From an optimization exercise on the open Yosys and OpenROAD flow, aimed at small area, a short achievable clock period and few clock cycles; shortcuts taken in it are not production practice.
Function was checked by simulation only, so behaviour that the tests miss may differ from the original.

### flow/config.mk
export PLATFORM = sky130hd
export DESIGN_NAME = GSIM
export DESIGN_NICKNAME = GSIM
export VERILOG_FILES = /design/flow/design.v
export SDC_FILE = /design/flow/constraint.sdc
export NUM_CORES = 4
export LEC_CHECK = 0
export CAP_MARGIN = 20
export CORE_MARGIN = 2
export CORE_UTILIZATION = 25
export PLACE_DENSITY = 0.3
export SLEW_MARGIN = 20
### flow/constraint.sdc
create_clock -name core_clock -period 20.0 [get_ports {clk}]
set_input_delay 4.0000 -clock core_clock [delete_from_list [all_inputs] [get_ports {clk}]]
set_output_delay 4.0000 -clock core_clock [all_outputs]
set_load 0.01 [all_outputs]
### flow/design.v
`timescale 1ns/10ps
module calvalue(in_0, in_1, in_2, in_3, in_4, in_5, in_b, out_ans);
input  [63:0] in_0;
input  [63:0] in_1; 
input  [63:0] in_2; 
input  [63:0] in_3; 
input  [63:0] in_4; 
input  [63:0] in_5; 
input  [15:0] in_b; 
output [63:0] out_ans;
wire   [63:0] comb_0;
wire   [63:0] comb_1;
wire   [63:0] comb_2;
wire   [63:0] comb_3;
wire   [63:0] shi_11;
wire   [63:0] shi_12;
wire   [63:0] shi_22;
wire   [63:0] shi_23;
wire   [63:0] add_tmp;
wire   [95:0] add_ext;
wire   [95:0] tmp_ans;
assign comb_0 = in_0 + in_5;  
assign comb_1 = in_1 + in_4;  
assign comb_2 = in_2 + in_3;  
assign comb_3 = (in_b[15])? {16'hffff, in_b, 32'b0} : {16'h0, in_b, 32'b0};  
assign shi_11 = {comb_1[63], comb_1[61:0], 1'b0};
assign shi_12 = {comb_1[63], comb_1[60:0], 2'b0};
assign shi_22 = {comb_2[63], comb_2[60:0], 2'b0};
assign shi_23 = {comb_2[63], comb_2[59:0], 3'b0};
assign add_tmp = ((comb_0 + comb_2) + (shi_22 + shi_23)) + (comb_3 - (shi_11 + shi_12));
assign add_ext = (add_tmp[63])? {32'hffffffff, add_tmp} : {32'h0, add_tmp};
assign tmp_ans = add_ext * {64'b0, 32'h0CCCCCCD};  
assign out_ans = tmp_ans[95:32];
endmodule
module GSIM ( clk, reset, in_en, b_in, out_valid, x_out, iter_cnt);
input   clk ;
input   reset;
input   in_en;
output  out_valid;
input   [15:0]  b_in;
output  [31:0]  x_out;
output  [9:0]   iter_cnt;
reg   [3:0] count;
reg   [9:0] loop;
reg   [3:0] next_count;
reg   [9:0] next_loop;
reg         out_valid;
reg  [31:0] x_out;
reg         chg;
reg         next_chg;
reg         done;
reg         next_done;
wire        hold;
wire        row_chg;
assign hold     = done | loop[9];
assign iter_cnt = loop;
reg  [15:0] inb_0;
reg  [15:0] inb_1;
reg  [15:0] inb_2;
reg  [15:0] inb_3;
reg  [15:0] inb_4;
reg  [15:0] inb_5;
reg  [15:0] inb_6;
reg  [15:0] inb_7;
reg  [15:0] inb_8;
reg  [15:0] inb_9;
reg  [15:0] inb_10;
reg  [15:0] inb_11;
reg  [15:0] inb_12;
reg  [15:0] inb_13;
reg  [15:0] inb_14;
reg  [15:0] inb_15;
reg  [15:0] next_inb_0;
reg  [15:0] next_inb_1;
reg  [15:0] next_inb_2;
reg  [15:0] next_inb_3;
reg  [15:0] next_inb_4;
reg  [15:0] next_inb_5;
reg  [15:0] next_inb_6;
reg  [15:0] next_inb_7;
reg  [15:0] next_inb_8;
reg  [15:0] next_inb_9;
reg  [15:0] next_inb_10;
reg  [15:0] next_inb_11;
reg  [15:0] next_inb_12;
reg  [15:0] next_inb_13;
reg  [15:0] next_inb_14;
reg  [15:0] next_inb_15;
reg  [63:0] out_0;
reg  [63:0] out_1;
reg  [63:0] out_2;
reg  [63:0] out_3;
reg  [63:0] out_4;
reg  [63:0] out_5;
reg  [63:0] out_6;
reg  [63:0] out_7;
reg  [63:0] out_8;
reg  [63:0] out_9;
reg  [63:0] out_10;
reg  [63:0] out_11;
reg  [63:0] out_12;
reg  [63:0] out_13;
reg  [63:0] out_14;
reg  [63:0] out_15;
reg  [63:0] next_out_0;
reg  [63:0] next_out_1;
reg  [63:0] next_out_2;
reg  [63:0] next_out_3;
reg  [63:0] next_out_4;
reg  [63:0] next_out_5;
reg  [63:0] next_out_6;
reg  [63:0] next_out_7;
reg  [63:0] next_out_8;
reg  [63:0] next_out_9;
reg  [63:0] next_out_10;
reg  [63:0] next_out_11;
reg  [63:0] next_out_12;
reg  [63:0] next_out_13;
reg  [63:0] next_out_14;
reg  [63:0] next_out_15;
reg  [63:0] par_0;
reg  [63:0] par_1;
reg  [63:0] par_2;
reg  [63:0] par_3;
reg  [63:0] par_4;
reg  [63:0] par_5;
reg  [15:0] par_b;
wire [63:0] tmp_out;
reg  [63:0] cur_out;
assign row_chg = (tmp_out != cur_out);
calvalue cal0( .in_0(par_0),  .in_1(par_1),  .in_2(par_2),  .in_3(par_3),  .in_4(par_4),  .in_5(par_5),  .in_b(par_b),  .out_ans(tmp_out));
always @ (*) begin
    if (reset) begin
        next_count  =  4'b0;
        next_loop   = 10'b0;
        next_chg    =  1'b0;
        next_done   =  1'b0;
        cur_out     = 64'b0;
        next_inb_0  = 16'b0;
        next_inb_1  = 16'b0;
        next_inb_2  = 16'b0;
        next_inb_3  = 16'b0;
        next_inb_4  = 16'b0;
        next_inb_5  = 16'b0;
        next_inb_6  = 16'b0;
        next_inb_7  = 16'b0;
        next_inb_8  = 16'b0;
        next_inb_9  = 16'b0;
        next_inb_10 = 16'b0;
        next_inb_11 = 16'b0;
        next_inb_12 = 16'b0;
        next_inb_13 = 16'b0;
        next_inb_14 = 16'b0;
        next_inb_15 = 16'b0;
        next_out_0  = 64'b0;
        next_out_1  = 64'b0;
        next_out_2  = 64'b0;
        next_out_3  = 64'b0;
        next_out_4  = 64'b0;
        next_out_5  = 64'b0;
        next_out_6  = 64'b0;
        next_out_7  = 64'b0;
        next_out_8  = 64'b0;
        next_out_9  = 64'b0;
        next_out_10 = 64'b0;
        next_out_11 = 64'b0;
        next_out_12 = 64'b0;
        next_out_13 = 64'b0;
        next_out_14 = 64'b0;
        next_out_15 = 64'b0;
        par_0       = 64'b0;
        par_1       = 64'b0;
        par_2       = 64'b0;
        par_3       = 64'b0;
        par_4       = 64'b0;
        par_5       = 64'b0;
        par_b       = 16'b0;
        out_valid   =  1'b0;
        x_out       = 32'b0;
    end
    else begin
        next_count  = (in_en)? 4'b0   : count+4'b1;
        next_loop   = (in_en | hold)? loop : ((count == 4'hf)?  loop+10'b1: loop);
        next_chg    = (in_en | hold | (count == 4'hf))? 1'b0 : (chg | row_chg);
        next_done   = done | ((~in_en) & (~loop[9]) & (count == 4'hf) & (~chg) & (~row_chg));
        next_inb_0  = (in_en)? inb_1  : inb_0;
        next_inb_1  = (in_en)? inb_2  : inb_1;
        next_inb_2  = (in_en)? inb_3  : inb_2;
        next_inb_3  = (in_en)? inb_4  : inb_3;
        next_inb_4  = (in_en)? inb_5  : inb_4;
        next_inb_5  = (in_en)? inb_6  : inb_5;
        next_inb_6  = (in_en)? inb_7  : inb_6;
        next_inb_7  = (in_en)? inb_8  : inb_7;
        next_inb_8  = (in_en)? inb_9  : inb_8;
        next_inb_9  = (in_en)? inb_10 : inb_9;
        next_inb_10 = (in_en)? inb_11 : inb_10;
        next_inb_11 = (in_en)? inb_12 : inb_11;
        next_inb_12 = (in_en)? inb_13 : inb_12;
        next_inb_13 = (in_en)? inb_14 : inb_13;
        next_inb_14 = (in_en)? inb_15 : inb_14;
        next_inb_15 = (in_en)? b_in   : inb_15;
        next_out_0  = (in_en)? out_1  : ((~hold && count == 4'h0)? tmp_out : out_0);
        next_out_1  = (in_en)? out_2  : ((~hold && count == 4'h1)? tmp_out : out_1);
        next_out_2  = (in_en)? out_3  : ((~hold && count == 4'h2)? tmp_out : out_2);
        next_out_3  = (in_en)? out_4  : ((~hold && count == 4'h3)? tmp_out : out_3);
        next_out_4  = (in_en)? out_5  : ((~hold && count == 4'h4)? tmp_out : out_4);
        next_out_5  = (in_en)? out_6  : ((~hold && count == 4'h5)? tmp_out : out_5);
        next_out_6  = (in_en)? out_7  : ((~hold && count == 4'h6)? tmp_out : out_6);
        next_out_7  = (in_en)? out_8  : ((~hold && count == 4'h7)? tmp_out : out_7);
        next_out_8  = (in_en)? out_9  : ((~hold && count == 4'h8)? tmp_out : out_8);
        next_out_9  = (in_en)? out_10 : ((~hold && count == 4'h9)? tmp_out : out_9);
        next_out_10 = (in_en)? out_11 : ((~hold && count == 4'ha)? tmp_out : out_10);
        next_out_11 = (in_en)? out_12 : ((~hold && count == 4'hb)? tmp_out : out_11);
        next_out_12 = (in_en)? out_13 : ((~hold && count == 4'hc)? tmp_out : out_12);
        next_out_13 = (in_en)? out_14 : ((~hold && count == 4'hd)? tmp_out : out_13);
        next_out_14 = (in_en)? out_15 : ((~hold && count == 4'he)? tmp_out : out_14);
        next_out_15 = (in_en)? (b_in[15]? {20'hfffff, b_in[15:4], 32'b0} : {20'b0, b_in[15:4], 32'b0}) :
                     ((~hold && count == 4'hf)? tmp_out : out_15);
        case (count)
            4'h0: begin par_0 = 64'b0;  par_1 = 64'b0;  par_2 = 64'b0;  par_3 = out_1;  par_4 = out_2;  par_5 = out_3;  par_b = inb_0;  x_out = out_0[47:16]; cur_out = out_0;  end
            4'h1: begin par_0 = 64'b0;  par_1 = 64'b0;  par_2 = out_0;  par_3 = out_2;  par_4 = out_3;  par_5 = out_4;  par_b = inb_1;  x_out = out_1[47:16]; cur_out = out_1;  end
            4'h2: begin par_0 = 64'b0;  par_1 = out_0;  par_2 = out_1;  par_3 = out_3;  par_4 = out_4;  par_5 = out_5;  par_b = inb_2;  x_out = out_2[47:16]; cur_out = out_2;  end
            4'h3: begin par_0 = out_0;  par_1 = out_1;  par_2 = out_2;  par_3 = out_4;  par_4 = out_5;  par_5 = out_6;  par_b = inb_3;  x_out = out_3[47:16]; cur_out = out_3;  end
            4'h4: begin par_0 = out_1;  par_1 = out_2;  par_2 = out_3;  par_3 = out_5;  par_4 = out_6;  par_5 = out_7;  par_b = inb_4;  x_out = out_4[47:16]; cur_out = out_4;  end
            4'h5: begin par_0 = out_2;  par_1 = out_3;  par_2 = out_4;  par_3 = out_6;  par_4 = out_7;  par_5 = out_8;  par_b = inb_5;  x_out = out_5[47:16]; cur_out = out_5;  end
            4'h6: begin par_0 = out_3;  par_1 = out_4;  par_2 = out_5;  par_3 = out_7;  par_4 = out_8;  par_5 = out_9;  par_b = inb_6;  x_out = out_6[47:16]; cur_out = out_6;  end
            4'h7: begin par_0 = out_4;  par_1 = out_5;  par_2 = out_6;  par_3 = out_8;  par_4 = out_9;  par_5 = out_10; par_b = inb_7;  x_out = out_7[47:16]; cur_out = out_7;  end
            4'h8: begin par_0 = out_5;  par_1 = out_6;  par_2 = out_7;  par_3 = out_9;  par_4 = out_10; par_5 = out_11; par_b = inb_8;  x_out = out_8[47:16]; cur_out = out_8;  end
            4'h9: begin par_0 = out_6;  par_1 = out_7;  par_2 = out_8;  par_3 = out_10; par_4 = out_11; par_5 = out_12; par_b = inb_9;  x_out = out_9[47:16]; cur_out = out_9;  end
            4'ha: begin par_0 = out_7;  par_1 = out_8;  par_2 = out_9;  par_3 = out_11; par_4 = out_12; par_5 = out_13; par_b = inb_10; x_out = out_10[47:16]; cur_out = out_10; end
            4'hb: begin par_0 = out_8;  par_1 = out_9;  par_2 = out_10; par_3 = out_12; par_4 = out_13; par_5 = out_14; par_b = inb_11; x_out = out_11[47:16]; cur_out = out_11; end
            4'hc: begin par_0 = out_9;  par_1 = out_10; par_2 = out_11; par_3 = out_13; par_4 = out_14; par_5 = out_15; par_b = inb_12; x_out = out_12[47:16]; cur_out = out_12; end
            4'hd: begin par_0 = out_10; par_1 = out_11; par_2 = out_12; par_3 = out_14; par_4 = out_15; par_5 = 64'b0;  par_b = inb_13; x_out = out_13[47:16]; cur_out = out_13; end
            4'he: begin par_0 = out_11; par_1 = out_12; par_2 = out_13; par_3 = out_15; par_4 = 64'b0;  par_5 = 64'b0;  par_b = inb_14; x_out = out_14[47:16]; cur_out = out_14; end
            4'hf: begin par_0 = out_12; par_1 = out_13; par_2 = out_14; par_3 = 64'b0;  par_4 = 64'b0;  par_5 = 64'b0;  par_b = inb_15; x_out = out_15[47:16]; cur_out = out_15; end
        endcase
        out_valid = hold;
    end
end
always @ (posedge clk) begin
    if (reset) begin
        count  <=  4'b0;
        loop   <= 10'b0;
        chg    <=  1'b0;
        done   <=  1'b0;
        inb_0  <= 16'b0;
        inb_1  <= 16'b0;
        inb_2  <= 16'b0;
        inb_3  <= 16'b0;
        inb_4  <= 16'b0;
        inb_5  <= 16'b0;
        inb_6  <= 16'b0;
        inb_7  <= 16'b0;
        inb_8  <= 16'b0;
        inb_9  <= 16'b0;
        inb_10 <= 16'b0;
        inb_11 <= 16'b0;
        inb_12 <= 16'b0;
        inb_13 <= 16'b0;
        inb_14 <= 16'b0;
        inb_15 <= 16'b0;
        out_0  <= 64'b0;
        out_1  <= 64'b0;
        out_2  <= 64'b0;
        out_3  <= 64'b0;
        out_4  <= 64'b0;
        out_5  <= 64'b0;
        out_6  <= 64'b0;
        out_7  <= 64'b0;
        out_8  <= 64'b0;
        out_9  <= 64'b0;
        out_10 <= 64'b0;
        out_11 <= 64'b0;
        out_12 <= 64'b0;
        out_13 <= 64'b0;
        out_14 <= 64'b0;
        out_15 <= 64'b0;
    end
    else begin
        count  <= next_count;
        loop   <= next_loop;
        chg    <= next_chg;
        done   <= next_done;
        inb_0  <= next_inb_0;
        inb_1  <= next_inb_1;
        inb_2  <= next_inb_2;
        inb_3  <= next_inb_3;
        inb_4  <= next_inb_4;
        inb_5  <= next_inb_5;
        inb_6  <= next_inb_6;
        inb_7  <= next_inb_7;
        inb_8  <= next_inb_8;
        inb_9  <= next_inb_9;
        inb_10 <= next_inb_10;
        inb_11 <= next_inb_11;
        inb_12 <= next_inb_12;
        inb_13 <= next_inb_13;
        inb_14 <= next_inb_14;
        inb_15 <= next_inb_15;
        out_0  <= next_out_0;
        out_1  <= next_out_1;
        out_2  <= next_out_2;
        out_3  <= next_out_3;
        out_4  <= next_out_4;
        out_5  <= next_out_5;
        out_6  <= next_out_6;
        out_7  <= next_out_7;
        out_8  <= next_out_8;
        out_9  <= next_out_9;
        out_10 <= next_out_10;
        out_11 <= next_out_11;
        out_12 <= next_out_12;
        out_13 <= next_out_13;
        out_14 <= next_out_14;
        out_15 <= next_out_15;
    end
end
endmodule
### flow/run.sh
#!/bin/bash
# synth_recipe.tcl (not shown) runs the flow's synth.tcl, then flattens the netlist and writes it again
# the make line also repeats each setting of config.mk as NAME=value (left out here)
make -C /OpenROAD-flow-scripts/flow DESIGN_CONFIG=/design/flow/config.mk WORK_HOME=/design/flow/orfs CLKGATE_MAP_FILE= SYNTH_SCRIPT=/design/flow/synth_recipe.tcl finish
==> results.py <==
metrics = {
    "setup_path": {
        "critPathMaxFanout": 13,
        "critical-path-slowest-cell": "fa_1",
        "critPathLaunchType": "input pin",
        "crit_family": "adder cells",
        "path_buf_inv": 24,
        "critPathLaunch": "reset",
        "critPathMostFrequentCell": "buf_4",
        "worstPathArrival_ps": 20380,
        "slowest_delay_ps": 620,
        "r2r_start": "count[0]$_SDFF_PP0_",
        "end_kind": "flop",
        "worstSetupPathType": "input pin to flop",
        "worst_ep_required_time_ps": 20820,
    },
    "place": {
        "pre_cts_ws_ps": -1670,
        "dp_hpwl_mm": 704,
        "io_buffers": 61,
        "placed_cell_area_um2": 164000,
        "placedCellCount": 25800,
        "gp_congestion": 0.918,
    },
    "cts": {
        "cts.sinks": 1296,
        "ctsHtreeMaxLevel": 4,
        "cts_max_path_buffers": 4,
        "clkTransAtPathRegs_ps": 60,
        "cts_tree": "yes",
        "clock_latency_ps": 1030,
        "cts_inserted_buffers": 189,
        "cts_hold_buf": 0,
        "root_buffer": "clkbuf_16",
    },
    "sta": {
        "hold_viol_final": 0,
        "setup_violations": 0,
        "clock_skew_ps": 145,
        "slew_viol_final": 0,
        "tns_ps": 0,
        "worst_slack_ps": 441,
        "fin_crit_sh_pct": 97.8,
        "fmax_mhz": 51.1,
        "fin_crit_ps": 19560,
        "maxSlewHeadroom_pct": 15.5,
        "tightest_slew_ps": 1250,
    },
    "layout": {
        "syn_to_final_growth_pct": 21.7,
        "multi_input_area_um2": 103000,
        "final_cells": 26200,
        "fillCellCount": 60400,
        "fin_nets": 20300,
        "seqCellArea_um2": 26000,
        "final_area_um2": 172000,
        "drive_gt1_share_pct": 16.7,
    },
    "logic_synthesis": {
        "ys_types": 106,
        "synth_seq_cells": 1296,
        "async_flop_share_pct": 0,
        "syn_area_um2": 141000,
        "syn_inst": 18000,
        "yosys_warnings": 1,
        "yosysSeqAreaShare_pct": 18.4,
        "synth.net_count": 19800,
        "syn_area_per_cell_um2": 7.87,
        "synth_flop_cell": "dfxtp_1",
        "synth_edf_count": 0,
    },
    "grt": {
        "antenna_found_initial": 100,
        "grt_pass1_wl_mm": 1370,
        "grt_usage_pct": 33.7,
        "grt_max_degree": 155,
        "grt_pass1_vias": 153000,
        "gr-total-overflow": 0,
    },
    "drt": {
        "drt-wirelength-per-cell_um": 38.3,
        "num_vias": 157000,
        "wl_mm": 1000,
        "first_pass_iters": 10,
        "vias_per_cell": 6.01,
        "drc": 0,
        "antenna_left": 0,
        "first_iter_violations": 22700,
    },
    "die": {
        "fp-row-count": 276,
        "dieArea_um2": 571000,
        "start_util_pct": 25.1,
        "die_h_um": 756,
        "die-width_um": 756,
        "coreArea_um2": 564000,
        "io_pins": 62,
    },
    "min_path": {
        "hold_start": "inb_0[0]$_SDFFE_PP0P_",
        "hold_path.class": "flop to flop",
    },
    "run_status": {
        "run_status": "complete, no violations",
    },
    "flow_run": {
        "maxCapViolCount": 0,
    },
}
## routing by layer
metal  GRT usage (%)  up-vias  routed length (µm)  share of wire, %
met5               0        -                 306             0.031
met4            15.2       46               52600               5.2
met3            8.31     1966               91900               9.2
met2            50.1     9126              423000                42
met1            45.9    79800              434000                43
li1                -    66500                   -                 -
## final timing paths
path	endpoint	slack [ps]	cells after the start
setup reg to reg	chg$_SDFF_PP0_	540	78
hold reg to reg	inb_0[0]$_SDFFE_PP0P_	490	2
hold / removal	inb_0[0]$_SDFFE_PP0P_	490	2
setup / recovery	chg$_SDFF_PP0_	440	68
## final cells by class
cell class	instances	share of cell area [%]
clock buffer	267	3.17
antenna	47	0.0684
timing repair buffer	2497	12.3
clock inverter	75	0.698
inverter	1515	3.32
tap	7506	5.46
multi-input combinational	13000	59.9
sequential	1296	15.1
## per-stage QoR
stage | utilization, % | hold slack [ps]
floorplan | - | 455
global placement | 29.1 | 470
detailed placement | 29.1 | 477
CTS | 30.3 | 492
global route | 30.5 | 511
finish | 30.5 | 487
## cell usage after synthesis (253+ instances only)
cell type	instances	area, µm²
a21oi_1	2095	10500
a221oi_1	777	6810
a22o_1	518	4540
a22oi_1	1061	7970
buf_1	359	1350
clkbuf_1	1730	6490
dfxtp_1	1296	25900
fa_1	1133	22700
ha_1	666	8330
inv_1	1511	5670
mux2i_1	501	5010
nand2_1	913	3430
nand3_1	256	1280
nor2_1	1060	3980
nor3_1	253	1270
o21ai_0	1348	6750
## cells in the final DEF (no fill, tap or decap), types with 221 or more instances in the layout
cell      count
ha_1        647
a21oi_1    2064
nor3_1      231
nand4_1     233
nand2_1     898
a221oi_1    775
a222oi_1    222
mux2i_1     500
fa_1       1129
dfxtp_1    1294
o21ai_0    1313
a31oi_1     221
a22oi_1    1061
inv_1      1506
buf_4      2256
nor2_1     1040
nand3_1     255
a22o_1      518
## worst reg2reg max path, delay by kind of cell (launching register included)
kind,cells,cell delay [ps]
adder cells (fa/ha/maj),14,6530
AND/OR/NAND/NOR,21,4450
AO/OA/AOI/OAI,19,3820
buffers and inverters,21,3460
XOR/XNOR,3,560
flip-flops,1,550
## cells by family after synthesis
family / after synthesis / share of synthesized area (%)
flops: 1296 / 18.4
fa+ha+maj: 1799 / 22.0
xor+xnor: 383 / 2.38
compound gates: 7159 / 33.6
mux: 547 / 3.93
buf+inv: 3705 / 9.96
simple gates: 3071 / 9.77
other cells: 1 / 0.00265
## state kept, by name, indices dropped and copies added, names as in the netlist, 64 cells and up
| signal | cells |
|---|---|
| out_3 | 64 |
| out_2 | 64 |
| out_6 | 64 |
| out_9 | 64 |
| out_14 | 64 |
| out_12 | 64 |
| out_5 | 64 |
| out_8 | 64 |
| out_10 | 64 |
| out_15 | 64 |
| out_0 | 64 |
| out_1 | 64 |
| out_11 | 64 |
| out_4 | 64 |
| out_13 | 64 |
| out_7 | 64 |
## what timing repair did
| item | 4_1_cts | 5_1_grt |
|---|---|---|
| gates resized for setup | 20 | 164 |
| setup endpoints to repair | 63 | 344 |
| pin swaps | 1 | 31 |
| hold endpoints to repair | 0 | 0 |
| cloned | 0 | 0 |
| buffers inserted | 2 | 8 |
Testbench counts, summed over its fixed seeds: cycles 123,528.

re-timing with driven ports:
No port has a modelled driver above. Below, the same layout with a new extraction and two added sets of constraints.
Step 1 sets driving cells, clkbuf_16 on the clock port and buf_2 on the other inputs (assumed; they add their load-dependent delay and slew).
Step 2 moves the port delays by t, midway between the first and last clock arrival at a register: inputs arrive t later, outputs are due t later. That takes back most of the time a late clock gives input paths.
a / b / c = ideal ports / drivers / drivers and shift; a / b = the first two.
t (ns): 1.083
setup slack, ns: 0.441 / 0.532 / -0.551
worst setup path at the end: input to register
slew at the worst register clock pin (ns): 0.07 / 0.07
With both steps, setup timing fails in this run, where it was met with ideal ports. The setup slack of this run moves by +0.091 ns with the drivers and by -0.992 ns with both steps.
